From an optimization exercise on the open Yosys and OpenROAD flow, aimed at small area and a short achievable clock period; shortcuts taken in it are not production practice.
Where RTL was checked, it was by simulation tests only, not by an equivalence proof against the original.
Power is estimated from default activity; no workload was simulated.

==> run R: inputs <==
// cayde_top
module cayde_top ( input logic clk, rst,
		   input logic [31:0] imem_rdata,
		   output logic [8:0] imem_addr,
		   output logic [31:0] out
		 );
	logic [8:2] pc;
	logic [32*32-1:32] regs, nxt;
	logic [31:1] sel1, sel2, seld, en, nen;
	logic [31:0] an, bn, imm, wd;
	logic [4:0] shamtn;
	logic legal;
	always_ff @(posedge clk)
		if (rst) pc <= 7'b0;
		else pc <= pc + 7'b1;
	assign imem_addr = {pc, 2'b00};
	cayde_dec5 dec_rs1 (.idx(imem_rdata[19:15]), .en(1'b1), .oh(sel1));
	cayde_dec5 dec_rs2 (.idx(imem_rdata[24:20]), .en(imem_rdata[5]), .oh(sel2));
	cayde_dec5 dec_rd  (.idx(imem_rdata[11:7]), .en(1'b1), .oh(seld));
	cayde_legal legality (.instr(imem_rdata), .legal(legal));
	assign imm = {{20{imem_rdata[31]}}, imem_rdata[31:20]};
	cayde_rdport rd1 (.sel({1'b0, sel1}), .regs(regs), .extra(32'b0), .rdata_n(an));
	cayde_rdport rd2 (.sel({~imem_rdata[5], sel2}), .regs(regs), .extra(imm), .rdata_n(bn));
	cayde_rdport #(5) rd2s (.sel({~imem_rdata[5], sel2}), .regs(regs), .extra(imm), .rdata_n(shamtn));
	cayde core (.instr(imem_rdata), .an(an), .bn(bn), .shamtn(shamtn), .result(out));
	assign wd  = rst ? 32'b0 : out;
	assign en  = {31{rst}} | ({31{legal}} & seld);
	assign nen = ~en;
	genvar i;
	generate
		for (i = 1; i < 32; i = i + 1) begin : g_x
			cayde_wrmux wr (.en(en[i]), .nen(nen[i]), .d(wd), .q(regs[32*i +: 32]), .nxt(nxt[32*i +: 32]));
		end
	endgenerate
	always_ff @(posedge clk)
		regs <= nxt;
endmodule
==> flow/config.mk <==
export PLATFORM = sky130hd
export DESIGN_NAME = cayde_top
export DESIGN_NICKNAME = cayde_top
export VERILOG_FILES = /design/flow/design.v
export SDC_FILE = /design/flow/constraint.sdc
export NUM_CORES = 4
export LEC_CHECK = 0
export CAP_MARGIN = 20
export CORE_MARGIN = 2
export CORE_UTILIZATION = 40
export PLACE_DENSITY = 0.6
export SETUP_SLACK_MARGIN = 5
export SLEW_MARGIN = 20
export SYNTH_HIERARCHICAL = 1
export TNS_END_PERCENT = 0
==> flow/constraint.sdc <==
create_clock -name core_clock -period 13.0 [get_ports {clk}]
set_input_delay 2.6000 -clock core_clock [delete_from_list [all_inputs] [get_ports {clk}]]
set_output_delay 2.6000 -clock core_clock [all_outputs]
set_load 0.01 [all_outputs]
run.sh (not shown) runs the stock make flow with config.mk's settings and CLKGATE_MAP_FILE= SYNTH_SCRIPT=/design/flow/synth_recipe.tcl, a recipe that flattens the netlist after the stock synthesis.
==> run D: changes against run R <==
--- a/flow/config.mk
+++ b/flow/config.mk
@@ -10,2 +10,5 @@
 export CORE_UTILIZATION = 40
+export CTS_BUF_LIST = sky130_fd_sc_hd__clkbuf_16
+export CTS_CLUSTER_DIAMETER = 80
+export CTS_CLUSTER_SIZE = 24
 export PLACE_DENSITY = 0.6
==> comparison <==
- Of run R and run D, run R has the higher routed wire length (gap about 1.6%, measured against run D).
- Between run R and run D, the lower fmax is in run D (gap 0.49%, measured against run D).
- In run D the final cell count is smaller than in run R, by about 1.8%.
- Synthesized cell count is the same in run R and run D.
- In sequential power, run R and run D hardly differ.
- Between run R and run D, the lower setup slack is in run D (gap 0.049 ns).
- Between run D and run R, the lower clock power is in run D (gap about 40%, measured against run R).
- In run R the critical path depth is higher than in run D, by 2.
- Between run D and run R, the lower clock skew is in run D (gap 0.00051 ns).
- In register-to-register slack, run R and run D hardly differ.


==> run a: inputs <==
==> flow/design.v <==
module cayde_dec5 ( input logic [4:0] idx,
		    output logic [31:1] oh
		  );
	always_comb
		for (int j = 1; j < 32; j++)
			oh[j] = (idx == j);
endmodule
module cayde_legal ( input logic [31:0] instr,
		     output logic legal
		   );
	logic [6:0] opcode, funct7;
	logic [2:0] funct3;
	logic is_op, is_imm, is_lui;
	assign opcode = instr[6:0];
	assign funct3 = instr[14:12];
	assign funct7 = instr[31:25];
	assign is_op  = (opcode == 7'b0110011) &&
	                ((funct7 == 7'b0) || (funct7 == 7'b0100000 && (funct3 == 3'b000 || funct3 == 3'b101)));
	assign is_imm = (opcode == 7'b0010011) &&
	                ((funct3 == 3'b001) ? (funct7 == 7'b0) :
	                 (funct3 == 3'b101) ? (funct7 == 7'b0 || funct7 == 7'b0100000) : 1'b1);
	assign is_lui = (opcode == 7'b0110111);
	assign legal  = is_op | is_imm | is_lui;
endmodule
module cayde_alu ( input logic [2:0] f3,
		   input logic sub,
		   input logic arith,
		   input logic lui,
		   input logic [31:0] imm_u,
		   input logic [31:0] op_a,
		   input logic [31:0] op_b,
		   input logic [4:0] shamt,
		   output logic [31:0] res
		);
	logic inv, left, lt, ltu;
	logic [31:0] bx, p0, g0, sum, a_rev, sh_in, shr, shl;
	logic [31:0] G [0:5];
	logic [31:0] P [0:5];
	logic s_sum, s_shl, s_shr, s_lt, s_ltu, s_xor, s_or, s_and;
	assign inv = (f3 == 3'b000) ? sub : (f3[2:1] == 2'b01);
	assign bx  = op_b ^ {32{inv}};
	assign p0  = op_a ^ bx;
	assign g0  = op_a & bx;
	assign G[0] = {g0[31:1], g0[0] | (p0[0] & inv)};
	assign P[0] = p0;
	genvar l, i;
	generate
		for (l = 0; l < 5; l = l + 1) begin : g_lvl
			for (i = 0; i < 32; i = i + 1) begin : g_bit
				if ((i >> l) & 1) begin : g_node
					localparam integer J = ((i >> l) << l) - 1;
					assign G[l+1][i] = G[l][i] | (P[l][i] & G[l][J]);
					assign P[l+1][i] = P[l][i] & P[l][J];
				end else begin : g_pass
					assign G[l+1][i] = G[l][i];
					assign P[l+1][i] = P[l][i];
				end
			end
		end
	endgenerate
	assign sum = p0 ^ {G[5][30:0], inv};
	assign ltu = ~G[5][31];
	assign lt  = (op_a[31] ^ op_b[31]) ? op_a[31] : sum[31];
	always_comb
		for (int k = 0; k < 32; k++)
			a_rev[k] = op_a[31-k];
	assign left  = ~f3[2];
	assign sh_in = left ? a_rev : op_a;
	assign shr   = $signed({arith & ~left & op_a[31], sh_in}) >>> shamt;
	always_comb
		for (int k = 0; k < 32; k++)
			shl[k] = shr[31-k];
	assign s_sum = ~lui & (f3 == 3'b000);
	assign s_shl = ~lui & (f3 == 3'b001);
	assign s_lt  = ~lui & (f3 == 3'b010);
	assign s_ltu = ~lui & (f3 == 3'b011);
	assign s_xor = ~lui & (f3 == 3'b100);
	assign s_shr = ~lui & (f3 == 3'b101);
	assign s_or  = ~lui & (f3 == 3'b110);
	assign s_and = ~lui & (f3 == 3'b111);
	assign res = ({32{s_sum}} & sum) | ({32{s_shl}} & shl) | ({32{s_shr}} & shr) |
	             ({32{s_xor}} & p0) | ({32{s_or}} & (op_a | op_b)) | ({32{s_and}} & g0) |
	             {31'b0, (s_lt & lt) | (s_ltu & ltu)} | ({32{lui}} & imm_u);
endmodule
module cayde_ao3 ( input logic [2:0] s,
		   input logic [2:0] d,
		   output logic y_n
		 );
	assign y_n = ~|(s & d);
endmodule
module cayde_rdport #( parameter W = 32 )
		    ( input logic [32:1] sel,
		      input logic [32*32-1:32] regs,
		      input logic [31:0] extra,
		      output logic [W-1:0] rdata
		    );
	genvar b, g;
	generate
		for (b = 0; b < W; b = b + 1) begin : g_bit
			logic [33:1] d;
			logic [33:1] s;
			logic [10:0] t_n;
			for (g = 1; g < 32; g = g + 1) begin : g_d
				assign d[g] = regs[32*g + b];
			end
			assign d[32] = extra[b];
			assign d[33] = 1'b0;
			assign s = {1'b0, sel};
			for (g = 0; g < 11; g = g + 1) begin : g_t
				cayde_ao3 t (.s(s[3*g+1 +: 3]), .d(d[3*g+1 +: 3]), .y_n(t_n[g]));
			end
			assign rdata[b] = ~&t_n;
		end
	endgenerate
endmodule
module cayde_wrmux ( input logic en, nen,
		     input logic [31:0] d,
		     input logic [31:0] q,
		     output logic [31:0] nxt
		   );
	assign nxt = ({32{en}} & d) | ({32{nen}} & q);
endmodule
module cayde ( input logic [31:0] instr,
	       input logic [31:0] op_a, op_b,
	       input logic [4:0] shamt,
	       output logic [31:0] result
	     );
	cayde_alu alu (.f3(instr[14:12]), .sub(instr[5] & instr[30]), .arith(instr[30]),
	               .lui(instr[2]), .imm_u({instr[31:12], 12'b0}),
	               .op_a(op_a), .op_b(op_b), .shamt(shamt), .res(result));
endmodule
module cayde_top ( input logic clk, rst,
		   input logic [31:0] imem_rdata,
		   output logic [8:0] imem_addr,
		   output logic [31:0] out
		 );
	logic [8:2] pc;
	logic [32*32-1:32] regs, nxt;
	logic [31:1] sel1, sel2, seld, en, nen;
	logic [31:0] op_a, op_b, imm, wd;
	logic [4:0] shamt;
	logic legal;
	always_ff @(posedge clk)
		if (rst) pc <= 7'b0;
		else pc <= pc + 7'b1;
	assign imem_addr = {pc, 2'b00};
	cayde_dec5 dec_rs1 (.idx(imem_rdata[19:15]), .oh(sel1));
	cayde_dec5 dec_rs2 (.idx(imem_rdata[24:20]), .oh(sel2));
	cayde_dec5 dec_rd  (.idx(imem_rdata[11:7]),  .oh(seld));
	cayde_legal legality (.instr(imem_rdata), .legal(legal));
	assign imm = {{20{imem_rdata[31]}}, imem_rdata[31:20]};
	cayde_rdport rd1 (.sel({1'b0, sel1}), .regs(regs), .extra(32'b0), .rdata(op_a));
	cayde_rdport rd2 (.sel({~imem_rdata[5], sel2 & {31{imem_rdata[5]}}}), .regs(regs), .extra(imm), .rdata(op_b));
	cayde_rdport #(5) rd2s (.sel({~imem_rdata[5], sel2 & {31{imem_rdata[5]}}}), .regs(regs), .extra(imm), .rdata(shamt));
	cayde core (.instr(imem_rdata), .op_a(op_a), .op_b(op_b), .shamt(shamt), .result(out));
	assign wd  = rst ? 32'b0 : out;
	assign en  = {31{rst}} | ({31{legal}} & seld);
	assign nen = ~en;
	genvar i;
	generate
		for (i = 1; i < 32; i = i + 1) begin : g_x
			cayde_wrmux wr (.en(en[i]), .nen(nen[i]), .d(wd), .q(regs[32*i +: 32]), .nxt(nxt[32*i +: 32]));
		end
	endgenerate
	always_ff @(posedge clk)
		regs <= nxt;
endmodule
==> flow/run.sh <==
#!/bin/bash
# synth_recipe.tcl (not shown) runs the flow's synth.tcl, then flattens the netlist and writes it again
# the make line also repeats each setting of config.mk as NAME=value (left out here)
make -C /OpenROAD-flow-scripts/flow DESIGN_CONFIG=/design/flow/config.mk WORK_HOME=/design/flow/orfs CLKGATE_MAP_FILE= SYNTH_SCRIPT=/design/flow/synth_recipe.tcl finish
==> flow/config.mk <==
export PLATFORM = sky130hd
export DESIGN_NAME = cayde_top
export DESIGN_NICKNAME = cayde_top
export VERILOG_FILES = /design/flow/design.v
export SDC_FILE = /design/flow/constraint.sdc
export NUM_CORES = 4
export LEC_CHECK = 0
export CAP_MARGIN = 20
export CORE_MARGIN = 2
export CORE_UTILIZATION = 40
export CTS_BUF_LIST = sky130_fd_sc_hd__clkbuf_8
export CTS_CLUSTER_SIZE = 20
export PLACE_DENSITY = 0.6
export SETUP_SLACK_MARGIN = 5
export SLEW_MARGIN = 20
export SYNTH_HIERARCHICAL = 1
==> flow/constraint.sdc <==
create_clock -name core_clock -period 13.0 [get_ports {clk}]
set_input_delay 2.6000 -clock core_clock [delete_from_list [all_inputs] [get_ports {clk}]]
set_output_delay 2.6000 -clock core_clock [all_outputs]
set_load 0.01 [all_outputs]
==> run b: changes against run a <==
CTS_BUF_LIST = not set   (was sky130_fd_sc_hd__clkbuf_8)
CTS_CLUSTER_SIZE = not set   (was 20)
==> run c: changes against run a <==
==> flow/design.v, changed modules only <==
module cayde_alu ( input logic [2:0] f3,
		   input logic sub,
		   input logic arith,
		   input logic [31:0] op_a,
		   input logic [31:0] op_b,
		   output logic [31:0] res
		);
	logic inv, left, lt, ltu;
	logic [31:0] b_x, sum, a_rev, sh_in, shr, shl;
	logic [32:0] sum_c;
	assign inv   = (f3 == 3'b000) ? sub : (f3[2:1] == 2'b01);
	assign b_x   = op_b ^ {32{inv}};
	assign sum_c = {1'b0, op_a} + {1'b0, b_x} + {32'b0, inv};
	assign sum   = sum_c[31:0];
	assign ltu   = ~sum_c[32];
	assign lt    = (op_a[31] ^ op_b[31]) ? op_a[31] : sum[31];
	always_comb
		for (int k = 0; k < 32; k++)
			a_rev[k] = op_a[31-k];
	assign left  = ~f3[2];
	assign sh_in = left ? a_rev : op_a;
	assign shr   = $signed({arith & ~left & op_a[31], sh_in}) >>> op_b[4:0];
	always_comb
		for (int k = 0; k < 32; k++)
			shl[k] = shr[31-k];
	always_comb begin
		case (f3)
			3'b000: res = sum;
			3'b001: res = shl;
			3'b010: res = {31'b0, lt};
			3'b011: res = {31'b0, ltu};
			3'b100: res = op_a ^ op_b;
			3'b101: res = shr;
			3'b110: res = op_a | op_b;
			default: res = op_a & op_b;
		endcase
	end
endmodule
module cayde_rdport ( input logic [31:1] sel,
		      input logic [32*32-1:32] regs,
		      output logic [31:0] rdata
		    );
	always_comb begin
		rdata = 32'b0;
		for (int j = 1; j < 32; j++)
			rdata = rdata | ({32{sel[j]}} & regs[32*j +: 32]);
	end
endmodule
module cayde ( input logic [31:0] instr,
	       input logic [31:0] reg1, reg2,
	       output logic [31:0] result
	     );
	logic [31:0] op_b, alu_res;
	assign op_b = instr[5] ? reg2 : {{20{instr[31]}}, instr[31:20]};
	cayde_alu alu (.f3(instr[14:12]), .sub(instr[5] & instr[30]), .arith(instr[30]),
	               .op_a(reg1), .op_b(op_b), .res(alu_res));
	assign result = instr[2] ? {instr[31:12], 12'b0} : alu_res;
endmodule
module cayde_top ( input logic clk, rst,
		   input logic [31:0] imem_rdata,
		   output logic [8:0] imem_addr,
		   output logic [31:0] out
		 );
	logic [8:2] pc;
	logic [32*32-1:32] regs, nxt;
	logic [31:1] sel1, sel2, seld, en, nen;
	logic [31:0] reg1, reg2, wd;
	logic legal;
	always_ff @(posedge clk)
		if (rst) pc <= 7'b0;
		else pc <= pc + 7'b1;
	assign imem_addr = {pc, 2'b00};
	cayde_dec5 dec_rs1 (.idx(imem_rdata[19:15]), .oh(sel1));
	cayde_dec5 dec_rs2 (.idx(imem_rdata[24:20]), .oh(sel2));
	cayde_dec5 dec_rd  (.idx(imem_rdata[11:7]),  .oh(seld));
	cayde_legal legality (.instr(imem_rdata), .legal(legal));
	cayde_rdport rd1 (.sel(sel1), .regs(regs), .rdata(reg1));
	cayde_rdport rd2 (.sel(sel2), .regs(regs), .rdata(reg2));
	cayde core (.instr(imem_rdata), .reg1(reg1), .reg2(reg2), .result(out));
	assign wd  = rst ? 32'b0 : out;
	assign en  = {31{rst}} | ({31{legal}} & seld);
	assign nen = ~en;
	genvar i;
	generate
		for (i = 1; i < 32; i = i + 1) begin : g_x
			cayde_wrmux wr (.en(en[i]), .nen(nen[i]), .d(wd), .q(regs[32*i +: 32]), .nxt(nxt[32*i +: 32]));
		end
	endgenerate
	always_ff @(posedge clk)
		regs <= nxt;
endmodule
// module cayde_ao3 removed
CTS_BUF_LIST = not set   (was sky130_fd_sc_hd__clkbuf_8)
CTS_CLUSTER_SIZE = not set   (was 20)
==> run notes <==
| item | run b | run a | run c |
|---|---|---|---|
| Result of the run | finished clean | finished clean | finished clean |
| Count of buffer and inverter cells on the critical path | 4 | 5 | 4 |
| Arrival @ worst endpoint | 8.51 ns | 8.39 ns | 7.89 ns |
| Number of cells on the critical path | 18 | 21 | 21 |
| Setup crit start | imem_rdata[17] | imem_rdata[23] | imem_rdata[23] |
| Total detailed-routing wirelength | 257000 um | 258000 um | 259000 um |
| Final GP Congestion | 1.05 | 1.05 | 1.05 |
| Biggest cell delay along the critical path | 0.79 ns | 0.81 ns | 0.76 ns |
| First-iteration detailed-routing DRC count | 14800 | 16000 | 9387 |
| Switching power as a share of total power | 0.325 | 0.337 | 0.316 |
| Post-synthesis cell area | 47700 sq um | 47700 sq um | 50700 sq um |
| Repair and plain buffers | 490 | 507 | 640 |
| Peak clock frequency supported by timing | 0.0900 GHz | 0.0910 GHz | 0.0953 GHz |
| Starting density of the core | 0.404 | 0.404 | 0.403 |
| Met3 routed WL | 45600 um | 44300 um | 37100 um |
| Via count | 50600 | 51300 | 51000 |
| Compound-gate portion of the synthesized area | 0.384 | 0.384 | 0.374 |
| Worst-Margin Slew | 1.26 ns | 1.27 ns | 1.28 ns |
| Met2 usage in global routing | 0.538 | 0.538 | 0.531 |
| Reg2reg setup slack | 6.19 ns | 6.30 ns | 7.10 ns |
| Met2 WL post-DR | 98800 um | 98400 um | 104000 um |
| WL met1 | 90600 um | 91800 um | 94800 um |
| Post-CTS Setup Bufs | 214 | 212 | 307 |
| Count of cell types in the netlist | 72 | 72 | 75 |
Function was not checked in any run of this note: the RTL went through the layout flow alone.

what the ideal ports hide:
The flow's constraints put no driver on any port. The routed layouts listed below were extracted and timed again, unchanged, in two steps.
Step 1 sets driving cells, clkbuf_16 on the clock port and buf_2 on the other inputs (assumed; they add their load-dependent delay and slew).
Step 2 times the ports against the registers' clock, not the clock port: input delays grow and output delays shrink by t, the midpoint of the rising clock arrivals with the driver on.
Three values: ideal, step 1, step 2; two values: the first two.
run	t, ns	setup WS [ns]	worst hold slack (ns)	worst setup path after step 2	worst data-port slew with drivers (ns)
run R	0.781	3.038 / 2.911 / 2.911	0.473 / 0.473 / 0.473	input to output	0.20
run D	0.766	2.990 / 2.917 / 2.917	0.480 / 0.480 / 0.480	input to output	0.14
run a	0.973	2.008 / 1.892 / 1.892	0.468 / 0.468 / 0.468	input to output	0.18
run b	0.808	1.893 / 1.805 / 1.805	0.468 / 0.468 / 0.468	input to output	0.22
run c	0.798	2.511 / 2.338 / 2.338	0.484 / 0.484 / 0.484	input to output	0.22
After both steps every run listed still meets setup and hold. The setup slack of run c, which loses most, moves by -0.173 ns with the drivers and by -0.173 ns with both steps.
